Context: an optimization exercise on an open-source flow, tuned for small area and a short achievable clock period. The choices shown serve that exercise and are no tape-out recipe.
Function was not checked in any run shown here: the RTL went through the layout flow alone.
Power figures rest on the tool's default switching activity, not on a simulated workload.

==> flow/run.sh <==
#!/bin/bash
# Standard layout, with stronger port buffers and timing repair aimed at a
# shorter period than the constraint (the constraint itself is unchanged).
set -uo pipefail
export BUFFER_PORTS_ARGS="-buffer_cell sky130_fd_sc_hd__buf_2"
export SETUP_SLACK_MARGIN=7.0
bash standard.sh > standard_flow.log 2>&1
==> standard.sh <==
#!/bin/bash
# synth_recipe.tcl (not shown) runs the flow's synth.tcl, then flattens the netlist and writes it again
# the make line also repeats each setting of config.mk as NAME=value (left out here)
make -C /OpenROAD-flow-scripts/flow DESIGN_CONFIG=/design/flow/config.mk WORK_HOME=/design/flow/orfs CLKGATE_MAP_FILE= SYNTH_SCRIPT=/design/flow/synth_recipe.tcl "${@:-finish}"
==> config.mk <==
export PLATFORM = sky130hd
export DESIGN_NAME = CONV
export DESIGN_NICKNAME = CONV
export VERILOG_FILES = /design/flow/design.v
export SDC_FILE = /design/flow/constraint.sdc
export NUM_CORES = 4
export LEC_CHECK = 0
export CAP_MARGIN = 20
export CORE_MARGIN = 2
export CORE_UTILIZATION = 70
export CTS_BUF_LIST = sky130_fd_sc_hd__clkbuf_8
export CTS_CLUSTER_DIAMETER = 40
export CTS_CLUSTER_SIZE = 16
export SLEW_MARGIN = 20
==> constraint.sdc <==
create_clock -name core_clock -period 10.0 [get_ports {clk}]
set_input_delay 2.0000 -clock core_clock [delete_from_list [all_inputs] [get_ports {clk}]]
set_output_delay 2.0000 -clock core_clock [all_outputs]
set_load 0.01 [all_outputs]
==> design.v <==
module CONV(
 input wire reset,  
 input wire clk,  
 input wire signed [7: 0] CONV_iData0,  
 input wire signed [7: 0] CONV_iData1,  
 output reg signed [15: 0] CONV_oData  
);
reg [6:0] cnt;           
reg [3:0] ii;            
reg [2:0] jj;            
reg [7:0] ra [0:8];      
reg [15:0] rl [0:7];     
reg [15:0] ru [0:7];     
reg [7:0] bj;            
reg [8:0] nb;            
reg [15:0] ps, pc;       
function [9:0] bpp;
	input [2:0] x;
	input [7:0] b;
	input [8:0] n;
	case (x)
		3'b001, 3'b010: bpp = {{2{b[7]}}, b};
		3'b011:         bpp = {b[7], b, 1'b0};
		3'b100:         bpp = {n, 1'b0};
		3'b101, 3'b110: bpp = {n[8], n};
		default:        bpp = 10'd0;
	endcase
endfunction
wire [7:0] a_tap = ra[6];
wire [9:0] pp0 = bpp({a_tap[1:0], 1'b0}, bj, nb);
wire [9:0] pp1 = bpp(a_tap[3:1], bj, nb);
wire [9:0] pp2 = bpp(a_tap[5:3], bj, nb);
wire [9:0] pp3 = bpp(a_tap[7:5], bj, nb);
wire [15:0] r0 = {{6{pp0[9]}}, pp0};
wire [15:0] r1 = {{4{pp1[9]}}, pp1, 2'b0};
wire [15:0] r2 = {{2{pp2[9]}}, pp2, 4'b0};
wire [15:0] r3 = {pp3, 6'b0};
wire [15:0] s1 = r0 ^ r1 ^ r2;
wire [15:0] c1 = {(r0[14:0] & r1[14:0]) | (r0[14:0] & r2[14:0]) | (r1[14:0] & r2[14:0]), 1'b0};
wire [15:0] s2 = s1 ^ c1 ^ r3;
wire [15:0] c2 = {(s1[14:0] & c1[14:0]) | (s1[14:0] & r3[14:0]) | (c1[14:0] & r3[14:0]), 1'b0};
reg v_d, up_d, zu_d;     
wire load = (cnt < 7'd8);
wire in_block = (cnt >= 7'd7) && (cnt <= 7'd77);
wire valid = in_block && (ii != 4'd8);
wire upper = ({1'b0, ii} + {2'b0, jj}) >= 5'd8;
wire zero_u = (ii == 4'd0);     
wire [15:0] sel = up_d ? ru[7] : rl[7];
wire [15:0] base = sel;
wire [15:0] s3 = base ^ ps ^ pc;
wire [15:0] c3 = {(base[14:0] & ps[14:0]) | (base[14:0] & pc[14:0]) | (ps[14:0] & pc[14:0]), 1'b0};
wire [15:0] sum = s3 + c3;
integer s;
always @(posedge clk) begin
	if (reset == 0) begin
		cnt <= 7'd0;
		v_d <= 1'b0;
		CONV_oData <= 16'd0;
	end else begin
		cnt <= (cnt == 7'd111) ? 7'd0 : cnt + 7'd1;
		v_d <= valid;
		if (cnt >= 7'd81 && cnt <= 7'd88)
			CONV_oData <= rl[0];
		else if (cnt >= 7'd89 && cnt <= 7'd95)
			CONV_oData <= ru[0];
		else
			CONV_oData <= 16'd0;
	end
	if (cnt == 7'd6) begin
		ii <= 4'd0;
		jj <= 3'd0;
	end else if (ii == 4'd8) begin
		ii <= 4'd0;
		jj <= jj + 3'd1;
	end else
		ii <= ii + 4'd1;
	up_d <= upper;
	zu_d <= zero_u;
	if (cnt == 7'd6 || ii == 4'd8) begin
		bj <= ru[5][7:0];
		nb <= 9'd0 - {ru[5][7], ru[5][7:0]};
	end
	ps <= s2;
	pc <= c2;
	ra[0] <= load ? CONV_iData0 : ra[8];
	for (s = 1; s < 9; s = s + 1)
		ra[s] <= ra[s-1];
	for (s = 1; s < 8; s = s + 1) begin
		rl[s] <= rl[s-1];
		ru[s] <= ru[s-1];
	end
	rl[0] <= load ? 16'd0 : (v_d && !up_d) ? sum : rl[7];
	ru[0] <= load ? {ru[7][15:8], CONV_iData1} : (v_d && up_d) ? sum : (v_d && zu_d) ? 16'd0 : ru[7];
end
endmodule
==> results of run 1 <==
sequential cells by signal (all words and copies together) (netlist names):
| name | count |
|---|---|
| ru | 128 |
| zu_d | 1 |
| rl | 128 |
| bj | 8 |
| ra | 72 |
| jj | 3 |
| pc | 12 |
| nb | 8 |
| v_d | 1 |
| ii | 4 |
| up_d | 1 |
| cnt | 7 |
| CONV_oData | 16 |
| ps | 16 |
cell families (layout without fill, tap and decap cells):
logic type / after synthesis / count (layout) / share of synthesized area
adder cells (fa/ha/maj): 67 / 67 / 0.0831
multiplexers: 42 / 42 / 0.0420
buffers and inverters: 106 / 173 / 0.0318
AO/OA/AOI/OAI: 180 / 180 / 0.0891
XOR/XNOR: 32 / 32 / 0.0216
AND/OR/NAND/NOR: 259 / 259 / 0.0953
flip-flops: 405 / 405 / 0.637
what timing repair did:
action                     CTS  global route
cloned                       0             0
setup endpoints to repair   33            43
setup buffers                8             5
pin swaps                    1             6
gates resized for setup     20            46
layout by cell type (no fill, tap or decap), types with 17 or more instances in the layout:
cell type / n
nor2b_1: 26
inv_1: 60
a21oi_1: 52
buf_2: 22
nor2_1: 48
ha_1: 26
fa_1: 30
buf_4: 19
nand2b_1: 20
nand2_1: 105
xnor2_1: 20
o21ai_0: 28
clkbuf_8: 41
mux2_2: 17
a22oi_1: 21
dfxtp_1: 376
routing by layer:
metal	GRT usage	share of wire	up-vias
met5	0	0	-
met4	0.0872	0.026	0
met3	0.0451	0.058	51
met2	0.414	0.47	222
met1	0.341	0.45	3699
li1	-	-	3749
metrics by stage:
| stage | area (um^2) | power [mW] | cells | hold slack (ns) | setup WS, ns |
|---|---|---|---|---|---|
| after floorplan | 13000 | 2.47 | 1091 | 0.310 | 7.00 |
| after CTS | 14200 | 3.67 | 1382 | 0.320 | 6.95 |
| after global routing | 14400 | 4.00 | 1387 | 0.320 | 6.94 |
| after global placement | 13300 | 2.64 | 1310 | 0.310 | 6.37 |
| final | 14400 | 3.81 | 1387 | 0.315 | 7.00 |
| after detailed placement | 13300 | 2.65 | 1310 | 0.312 | 6.26 |
final cells by class:
cell class,count,share of cell area
clock buffer,41,0.0391
inverter,57,0.0148
clock inverter,23,0.0152
sequential,405,0.574
timing repair buffer,52,0.0261
tap,229,0.0198
multi-input combinational,580,0.311
cells in the mapped netlist (all sizes together), types with 2 or more instances:
master     n
a2111oi    3
a211oi     6
a21boi     5
a21o       8
a21oi     56
a221o      2
a221oi     6
a22o       4
a22oi     21
a31oi     10
and2       2
and3       4
buf       14
clkbuf    35
dfxtp    389
edfxtp    16
fa        32
ha        35
inv       57
mux2      17
mux2i     17
mux4       8
nand2    106
nand2b    20
nand3     16
nand3b     3
nand4      5
nor2      49
nor2b     28
nor3       7
nor3b      4
nor4       5
o211ai     2
o21a       8
o21ai     32
o21bai     2
o22ai      3
o2bb2ai    3
or3        5
or4        2
xnor2     21
xor2      11
report_power, final:
| group | internal (mW) | leakage [nW] | switching [mW] |
|---|---|---|---|
| Sequential | 1.74 | 3.35 | 0.0946 |
| Clock | 0.434 | 0.406 | 0.564 |
| Combinational | 0.431 | 2.24 | 0.546 |
| Total | 2.60 | 6.00 | 1.20 |
how the worst max path moves through the flow:
stage | endpoint | slack, ns | cells after the start | startpoint
after floorplan | rl[0][15] | 7.00 | 11 | up_d
after global placement | rl[0][13] | 6.37 | 11 | up_d
after detailed placement | rl[0][13] | 6.26 | 11 | up_d
after CTS | rl[0][13] | 6.95 | 11 | up_d
after global routing | rl[0][13] | 6.94 | 12 | up_d
final | CONV_oData[9] | 7.00 | 1 | CONV_oData[9]
==> flow_summary.toml, run 1 <==
[worst_setup_path]
r2r_cells = 10
cpMaxStageDelayCell = "dfxtp_2"
crit_path_max_incr_delay_ns = 0.36
path_max_fanout = 1
cp-start-kind = "register"
path_class = "register to primary output"
end_kind = "primary output"
reg2reg_setup_slack_ns = 7.03
arrival_ns = 1.00
path_buf_inv = 1
crit_family = "flip-flops"
r2r_start = "up_d"
cp.required_ns = 8.00
worstReg2RegEnd = "rl[0][13]"
path_cells = "buf_6"

[synthesis]
async_reset_ff_frac = 0
synth_seq_cells = 405
syn_inst = 1091
synth_area_leader_cell = "dfxtp_1"
netlist.area_leader.share = 0.600
synth-seq-area-share = 0.637
avgSynthCellArea_um2 = 11.9
synth_flop_cell = "dfxtp_1"
synth_edf_count = 16
yosysWarnings = 4
netlist_area_um2 = 13000
synth_cell_type_count = 59
ys_top_cells_by_area = "dfxtp_1 (60%), fa_1 (4.9%), edfxtp_1 (3.7%)"
synth_nets = 1176

[global_routing]
grt_pass1_vias = 7666
grt_max_degree = 43
antenna_found_initial = 0
grt_pass1_wl_um = 38900
grt-ovfl-total = 0
grt_use_total = 0.252

[clock_network]
clk_pin_slew_worst_paths_ns = 0.10
ctsLongestPathBuffers = 3
cts_tree = "yes"
cts.sinks = 405
postCtsHoldBufs = 0
htree_levels = 2
clock_latency_ns = 0.54
numCtsBuffers = 39
cts_root_buffer = "clkbuf_8"

[final_layout]
fillCellCount = 1052
multi_input_area_um2 = 4490
fin_nets = 1220
syn_to_final_growth_pct = 11.3
insertedDiodeCount = 0
utilization = 0.798
drive_gt1_frac = 0.157
regArea_um2 = 8290

[drt]
remaining_drc_errors = 0
wirelength_um = 24600
vias = 7721
drt_iter0_drc = 512
drtAntennaViolNets = 0
routedWlPerCell_um = 17.8
via_per_inst = 5.57
dr.pass1.iters = 7

[sta]
maxSlewHeadroom = 0.414
worstMarginPinSlew_ns = 0.878
fin_tns_setup_ns = 0
clock_skew_ns = 0.0216
fmax_mhz = 333
period_minus_slack_ns = 3.00
rsz0062_at_grt = "true"
report.final.hold_viol_count = 0
fin_crit_sh = 0.300
setup_violations = 0
finalMaxSlewViolations = 0

[power_and_ir_drop]
peakVddDrop_mv = 0.204
p_leak_nw = 6.00
power.density_nw_per_um2 = 264

[hold_path]
hold_depth = 0
min_path_type = "register to register"
min_to = "rl[2][6]"
min_from = "rl[1][6]"

[floorplan]
dieArea_um2 = 19600
fp.dieH_um = 140
rows = 49
io_pins = 34
fp.coreArea_um2 = 18100
die_x_um = 140
initial_core_util = 0.718

[job]
cap_violations = 0

[status]
status = "no timing/DRC/antenna violations"

[place]
port_buffers = 33
dpl.hpwl_um = 15900
gp_congestion = 0.869
==> run 2, diff against run 1 <==
==> design.v (replaced) <==
module CONV(
 input wire reset,  
 input wire clk,  
 input wire signed [7: 0] CONV_iData0,  
 input wire signed [7: 0] CONV_iData1,  
 output reg signed [15: 0] CONV_oData  
);
reg [6:0] cnt;           
reg [3:0] ii;            
reg [2:0] jj;            
reg [7:0] ra [0:8];      
reg [15:0] rf [0:7];     
reg [15:0] rs [0:7];     
reg [7:0] bj;            
reg [8:0] nb;            
reg [15:0] ps, pc;       
reg clr_d, sw_d;         
function [9:0] bpp;
	input [2:0] x;
	input [7:0] b;
	input [8:0] n;
	case (x)
		3'b001, 3'b010: bpp = {{2{b[7]}}, b};
		3'b011:         bpp = {b[7], b, 1'b0};
		3'b100:         bpp = {n, 1'b0};
		3'b101, 3'b110: bpp = {n[8], n};
		default:        bpp = 10'd0;
	endcase
endfunction
wire load = (cnt < 7'd8);
wire in_block = (cnt >= 7'd7) && (cnt <= 7'd77);
wire valid = in_block && (ii != 4'd8);
wire clear = (jj == 3'd0) || (ii == 4'd7);
wire swap = (jj != 3'd0) && (ii == 4'd7);
wire [7:0] a_tap = ra[6];
wire [9:0] pp0 = bpp({a_tap[1:0], 1'b0}, bj, nb);
wire [9:0] pp1 = bpp(a_tap[3:1], bj, nb);
wire [9:0] pp2 = bpp(a_tap[5:3], bj, nb);
wire [9:0] pp3 = bpp(a_tap[7:5], bj, nb);
wire [15:0] r0 = {{6{pp0[9]}}, pp0};
wire [15:0] r1 = {{4{pp1[9]}}, pp1, 2'b0};
wire [15:0] r2 = {{2{pp2[9]}}, pp2, 4'b0};
wire [15:0] r3 = {pp3, 6'b0};
wire [15:0] s1 = r0 ^ r1 ^ r2;
wire [15:0] c1 = {(r0[14:0] & r1[14:0]) | (r0[14:0] & r2[14:0]) | (r1[14:0] & r2[14:0]), 1'b0};
wire [15:0] s2 = s1 ^ c1 ^ r3;
wire [15:0] c2 = {(s1[14:0] & c1[14:0]) | (s1[14:0] & r3[14:0]) | (c1[14:0] & r3[14:0]), 1'b0};
wire [15:0] f_in = rf[7];
wire [15:0] base = clr_d ? 16'd0 : f_in;
wire [15:0] s3 = base ^ ps ^ pc;
wire [15:0] c3 = {(base[14:0] & ps[14:0]) | (base[14:0] & pc[14:0]) | (ps[14:0] & pc[14:0]), 1'b0};
wire [15:0] sum = s3 + c3;
integer s;
always @(posedge clk) begin
	if (reset == 0) begin
		cnt <= 7'd0;
		CONV_oData <= 16'd0;
	end else begin
		cnt <= (cnt == 7'd111) ? 7'd0 : cnt + 7'd1;
		if (cnt >= 7'd81 && cnt <= 7'd87)
			CONV_oData <= rs[0];
		else if (cnt >= 7'd88 && cnt <= 7'd95)
			CONV_oData <= rf[0];
		else
			CONV_oData <= 16'd0;
	end
	if (cnt == 7'd6) begin
		ii <= 4'd0;
		jj <= 3'd0;
	end else if (ii == 4'd8) begin
		ii <= 4'd0;
		jj <= jj + 3'd1;
	end else
		ii <= ii + 4'd1;
	clr_d <= clear && valid && reset;
	sw_d <= swap && valid && reset;
	if (cnt == 7'd6 || ii == 4'd8) begin
		bj <= rs[5][7:0];
		nb <= 9'd0 - {rs[5][7], rs[5][7:0]};
	end
	if (valid && reset) begin
		ps <= s2;
		pc <= c2;
	end else begin
		ps <= 16'd0;
		pc <= 16'd0;
	end
	ra[0] <= load ? CONV_iData0 : ra[8];
	for (s = 1; s < 9; s = s + 1)
		ra[s] <= ra[s-1];
	for (s = 1; s < 8; s = s + 1) begin
		rf[s] <= rf[s-1];
		rs[s] <= rs[s-1];
	end
	rf[0] <= sum;
	rs[0] <= load ? {rs[7][15:8], CONV_iData1} : sw_d ? f_in : rs[7];
end
endmodule
==> flow_summary.toml, run 2 <==
[status]
status = "no timing/DRC/antenna violations"

[sta]
period_minus_slack_ns = 2.99
fin_tns_setup_ns = 0
setup_ws_ns = 7.01
report.final.hold_viol_count = 0
clock_skew_ns = 0.0141
worst_hold_slack_ns = 0.327
finalMaxSlewViolations = 0
fmax_mhz = 334
rsz0062_at_grt = "true"
worstMarginPinSlew_ns = 1.08
maxSlewHeadroom = 0.276
fin_crit_sh = 0.299
setup_violations = 0

[hold_path]
hold_depth = 0
min_from = "rs[5][14]"
min_path_type = "register to register"

[global_routing]
grt_use_total = 0.229
grt_pass1_wl_um = 35100
grt_pass1_vias = 6992
grt-ovfl-total = 0
antenna_found_initial = 0
grt_max_degree = 41

[drt]
via_per_inst = 5.27
dr.pass1.iters = 5
drt_iter0_drc = 433
drtAntennaViolNets = 0
routedWlPerCell_um = 15.9
vias = 7128
remaining_drc_errors = 0
wirelength_um = 21500

[worst_setup_path]
worstReg2RegEnd = "rf[0][12]"
path_buf_inv = 1
reg2reg_setup_slack_ns = 7.26
crit_end = "CONV_oData[2]"
end_kind = "primary output"
arrival_ns = 0.99
path_class = "register to primary output"
cpMaxStageDelayCell = "dfxtp_1"
cp-start-kind = "register"
crit_family = "flip-flops"
crit_path_start = "CONV_oData[2]"
cp.required_ns = 8.00
path_cells = "buf_2"
cp.depth = 1
crit_path_max_incr_delay_ns = 0.32
r2r_start = "clr_d"
path_max_fanout = 1
r2r_cells = 9

[power_and_ir_drop]
peakVddDrop_mv = 0.188
p_leak_nw = 5.97
finalPower_mw = 3.07
power.density_nw_per_um2 = 220

[clock_network]
cts_tree = "yes"
cts.sinks = 404
clk_pin_slew_worst_paths_ns = 0.09
clock_latency_ns = 0.55
postCtsSetupBuffers = 0
ctsLongestPathBuffers = 3
postCtsHoldBufs = 0
htree_levels = 2
numCtsBuffers = 37
cts_root_buffer = "clkbuf_8"

[place]
dpl_cell_area_um2 = 13100
port_buffers = 33
dp_slack_ns = 6.85
dp_cells = 1289
dpl.hpwl_um = 15000
gp_congestion = 0.863

[floorplan]
io_pins = 34
fp.dieH_um = 139
fp.coreArea_um2 = 18000
rows = 49
initial_core_util = 0.713
dieArea_um2 = 19400
die_x_um = 139

[synthesis]
synthMostInstantiatedCell = "dfxtp_1"
avgSynthCellArea_um2 = 12.0
syn_inst = 1065
synth_flop_cell = "dfxtp_1"
synth-seq-area-share = 0.644
synth_edf_count = 16
netlist_area_um2 = 12800
synth_area_leader_cell = "dfxtp_1"
synth_nets = 1147
yosysWarnings = 4
netlist.area_leader.share = 0.606
ys_top_cells_by_area = "dfxtp_1 (61%), fa_1 (4.8%), edfxtp_1 (3.8%)"
async_reset_ff_frac = 0
synth_cell_type_count = 56
synth_seq_cells = 404
synth_common_cells = "dfxtp_1 (388), inv_1 (75), nand2_1 (64), a21oi_1 (51), o21ai_0 (46)"

[final_layout]
syn_to_final_growth_pct = 8.84
multi_input_area_um2 = 4080
fillCellCount = 1147
insertedDiodeCount = 0
fin_nets = 1181
utilization = 0.776
regArea_um2 = 8260
drive_gt1_frac = 0.113
layout_commonest_cell = "dfxtp_1"
layout_common_cells = "dfxtp_1 (379), inv_1 (81), nand2_1 (64), a21oi_1 (51), o21ai_0 (45)"
final_cells = 1353
stdcell_area_um2 = 13900
largestRegisters = "rf (128), rs (128), ra (72)"

[job]
cap_violations = 0
run 2: cell count changes after synthesis, moves of 6 or more:
cell	delta
a211oi_1	+7
mux2i_1	+9
a221oi_1	-6
nor2_1	-12
mux2_1	+8
nand2_1	-42
o21ai_0	+15
inv_1	+18
clkbuf_1	-8
and2_1	+31
mux2_2	-6
run 2: area by class of cell:
class,instances,share of cell area
clock buffer,43,0.0424
sequential,404,0.592
tap,229,0.0205
inverter,76,0.0205
timing repair buffer,40,0.0183
multi-input combinational,540,0.293
clock inverter,21,0.0133
run 2: worst min-delay path by stage:
stage,endpoint,slack (ns)
finish,rs[6][14],0.33
global route,ra[6][4],0.33
CTS,rf[2][8],0.33
detailed placement,ra[6][7],0.31
global placement,ra[5][5],0.31
floorplan,ra[1][0],0.31
run 2: power by group:
part	switching [mW]	internal (mW)
registers	0.0760	1.75
logic	0.151	0.123
clock network	0.532	0.440
run 2: logic make-up after synthesis:
logic type / after synthesis / synth area share
flops: 404 / 0.644
simple gates: 230 / 0.0938
compound gates: 170 / 0.0816
buf+inv: 121 / 0.0377
fa+ha+maj: 64 / 0.0807
mux: 47 / 0.0415
xor+xnor: 29 / 0.0209
run 2: what timing repair did:
action,in CTS,in global routing
gates resized for setup,2,14
endpoints found under the hold margin,0,0
setup endpoints to repair,27,34
run 2: metal layers:
| layer | track usage | part of all wire |
|---|---|---|
| met1 | 0.306 | 0.45 |
| met2 | 0.380 | 0.48 |
| met3 | 0.0389 | 0.047 |
| met4 | 0.0861 | 0.026 |
| met5 | 0 | 0 |
==> run 3, diff against run 2 <==
==> flow/run.sh (replaced) <==
#!/bin/bash
# Standard layout, with stronger port buffers and timing repair aimed at a
# shorter period than the constraint (the constraint itself is unchanged).
set -uo pipefail
export BUFFER_PORTS_ARGS="-buffer_cell sky130_fd_sc_hd__buf_2"
export SETUP_SLACK_MARGIN=7.3
bash standard.sh > standard_flow.log 2>&1
==> flow_summary.toml, run 3 <==
[worst_setup_path]
path_class = "register to primary output"
cp-start-kind = "register"
crit_path_start = "CONV_oData[3]"
crit_family = "flip-flops"
crit_end = "CONV_oData[3]"
cp.depth = 1
path_max_fanout = 1
worstReg2RegEnd = "ps[7]"
crit_path_max_incr_delay_ns = 0.32
end_kind = "primary output"
path_buf_inv = 1
cp.required_ns = 8.00
cpMaxStageDelayCell = "dfxtp_1"
r2r_cells = 6
arrival_ns = 1.00
path_cells = "buf_2"
reg2reg_setup_slack_ns = 7.44
r2r_start = "nb[5]"

[global_routing]
grt_pass1_wl_um = 36200
grt_max_degree = 41
antenna_found_initial = 0
grt-ovfl-total = 0
grt_use_total = 0.235
grt_pass1_vias = 7315

[drt]
dr.pass1.iters = 5
drt_iter0_drc = 440
routedWlPerCell_um = 16.2
wirelength_um = 21900
vias = 7210
via_per_inst = 5.32
drtAntennaViolNets = 0
remaining_drc_errors = 0

[synthesis]
ys_top_cells_by_area = "dfxtp_1 (61%), fa_1 (4.8%), edfxtp_1 (3.8%)"
synthMostInstantiatedCell = "dfxtp_1"
synth_common_cells = "dfxtp_1 (388), inv_1 (75), nand2_1 (64), a21oi_1 (51), o21ai_0 (46)"
synth_edf_count = 16
yosysWarnings = 4
synth-seq-area-share = 0.644
netlist.area_leader.share = 0.606
async_reset_ff_frac = 0
synth_flop_cell = "dfxtp_1"
netlist_area_um2 = 12800
synth_area_leader_cell = "dfxtp_1"
synth_nets = 1147
synth_cell_type_count = 56
avgSynthCellArea_um2 = 12.0
synth_seq_cells = 404
syn_inst = 1065

[floorplan]
initial_core_util = 0.713
io_pins = 34
rows = 49
dieArea_um2 = 19400
die_x_um = 139
fp.coreArea_um2 = 18000
fp.dieH_um = 139

[sta]
fin_tns_setup_ns = 0
rsz0062_at_grt = "true"
setup_violations = 0
fin_crit_sh = 0.300
finalMaxSlewViolations = 0
report.final.hold_viol_count = 0
period_minus_slack_ns = 3.00
maxSlewHeadroom = 0.326
worstMarginPinSlew_ns = 1.01
clock_skew_ns = 0.0369
fmax_mhz = 334

[power_and_ir_drop]
p_leak_nw = 5.98
power.density_nw_per_um2 = 222
peakVddDrop_mv = 0.183

[place]
dpl.hpwl_um = 14700
port_buffers = 33
gp_congestion = 0.865
dpl_cell_area_um2 = 13100

[clock_network]
clock_latency_ns = 0.55
numCtsBuffers = 39
ctsLongestPathBuffers = 3
postCtsHoldBufs = 0
htree_levels = 2
cts.sinks = 404
clk_pin_slew_worst_paths_ns = 0.09
cts_tree = "yes"
cts_root_buffer = "clkbuf_8"

[final_layout]
insertedDiodeCount = 0
utilization = 0.782
largestRegisters = "rf (128), rs (128), ra (72)"
syn_to_final_growth_pct = 9.66
fin_nets = 1183
layout_commonest_cell = "dfxtp_1"
drive_gt1_frac = 0.125
layout_common_cells = "dfxtp_1 (377), inv_1 (79), nand2_1 (63), a21oi_1 (50), o21ai_0 (43)"
stdcell_area_um2 = 14000

[status]
status = "no timing/DRC/antenna violations"

[job]
cap_violations = 0

[hold_path]
min_path_type = "register to register"
==> run 3: timing repair <==
| action | in CTS | in global routing |
|---|---|---|
| setup endpoints to repair | 46 | 68 |
| resized for setup | 13 | 25 |
| setup buffers | 0 | 0 |
| pin swaps | 0 | 1 |
==> run 3: cells by family (layout without fill, tap and decap cells) <==
family                   Yosys count  in the layout  share of synthesized area
flip-flops                       404            404                      0.644
AO/OA/AOI/OAI                    170            170                     0.0816
AND/OR/NAND/NOR                  230            230                     0.0938
XOR/XNOR                          29             29                     0.0209
multiplexers                      47             47                     0.0415
adder cells (fa/ha/maj)           64             64                     0.0807
buffers and inverters            121            181                     0.0377
==> run 3: final cells by class <==
type | count | area (um^2)
clock inverters | 24 | 253
flip-flops and latches | 404 | 8270
well taps | 229 | 287
multi-input cells | 540 | 4110
clock buffers | 41 | 564
inverters | 76 | 290
fillers | 1168 | 3920
repair buffers | 40 | 275
==> run 3: how the worst min path moves through the flow <==
stage,cells past startpoint,startpoint,slack [ns],endpoint
6_report,0,ra[5][4],0.31,ra[6][4]
5_1_grt,0,ra[5][4],0.33,ra[6][4]
4_1_cts,0,ra[5][4],0.31,ra[6][4]
3_5_place_dp,0,ra[2][2],0.31,ra[3][2]
3_3_place_gp,0,rs[5][11],0.31,rs[6][11]
2_1_floorplan,0,ra[0][0],0.31,ra[1][0]
==> run 3: routing by layer <==
layer / global-route usage / wire length, um / share of wire / up-vias
met1: 0.315 / 9770 / 0.45 / 3413
met2: 0.391 / 10500 / 0.48 / 170
li1: - / - / - / 3588
met4: 0.0824 / 604 / 0.028 / 0
met5: 0 / 0 / 0 / -
met3: 0.0389 / 1030 / 0.047 / 39
==> run 3: power breakdown <==
part / switching (mW) / internal [mW] / total (mW)
combinational: 0.151 / 0.123 / 0.274
sequential: 0.0757 / 1.74 / 1.82
clock: 0.558 / 0.460 / 1.02
==> run 3: metrics by stage <==
| step | hold WS, ns | power [mW] | setup slack, ns | std cells |
|---|---|---|---|---|
| floorplan | 0.310 | 2.04 | 7.31 | 1065 |
| global placement | 0.310 | 2.12 | 6.84 | 1288 |
| detailed placement | 0.312 | 2.13 | 6.79 | 1288 |
| CTS | 0.315 | 3.14 | 6.98 | 1353 |
| global route | 0.326 | 3.25 | 6.97 | 1354 |
| finish | 0.309 | 3.11 | 7.00 | 1354 |

separate check: timing with driven ports:
How much do the figures lean on ideal ports? The routed layouts below were timed once more, with nothing changed but the port constraints. Step 1 sets driving cells, clkbuf_16 on the clock port and buf_2 on the other inputs (assumed; they add their load-dependent delay and slew). Step 2 adds t to the input delays and takes it off the output delays; t is the mean of the earliest and latest rising clock arrival at the registers after step 1. Input paths then give back, and output paths get back, about the clock's delay inside the block. Slacks: no drivers / after step 1 / after step 2; pairs: no drivers / after step 1.
run | shift t [ns] | setup WS [ns] | hold slack, ns | worst slew at a driven data input, ns
run 1 | 0.572 | 6.996 / 6.954 / 7.006 | 0.315 / 0.315 / 0.315 | 0.03
run 2 | 0.583 | 7.009 / 6.971 / 6.848 | 0.327 / 0.327 / 0.327 | 0.04
run 3 | 0.576 | 7.005 / 6.964 / 6.908 | 0.309 / 0.309 / 0.309 | 0.04
After both steps every run listed still meets setup and hold. The setup slack of run 2, which loses most, moves by -0.038 ns with the drivers and by -0.161 ns with both steps.
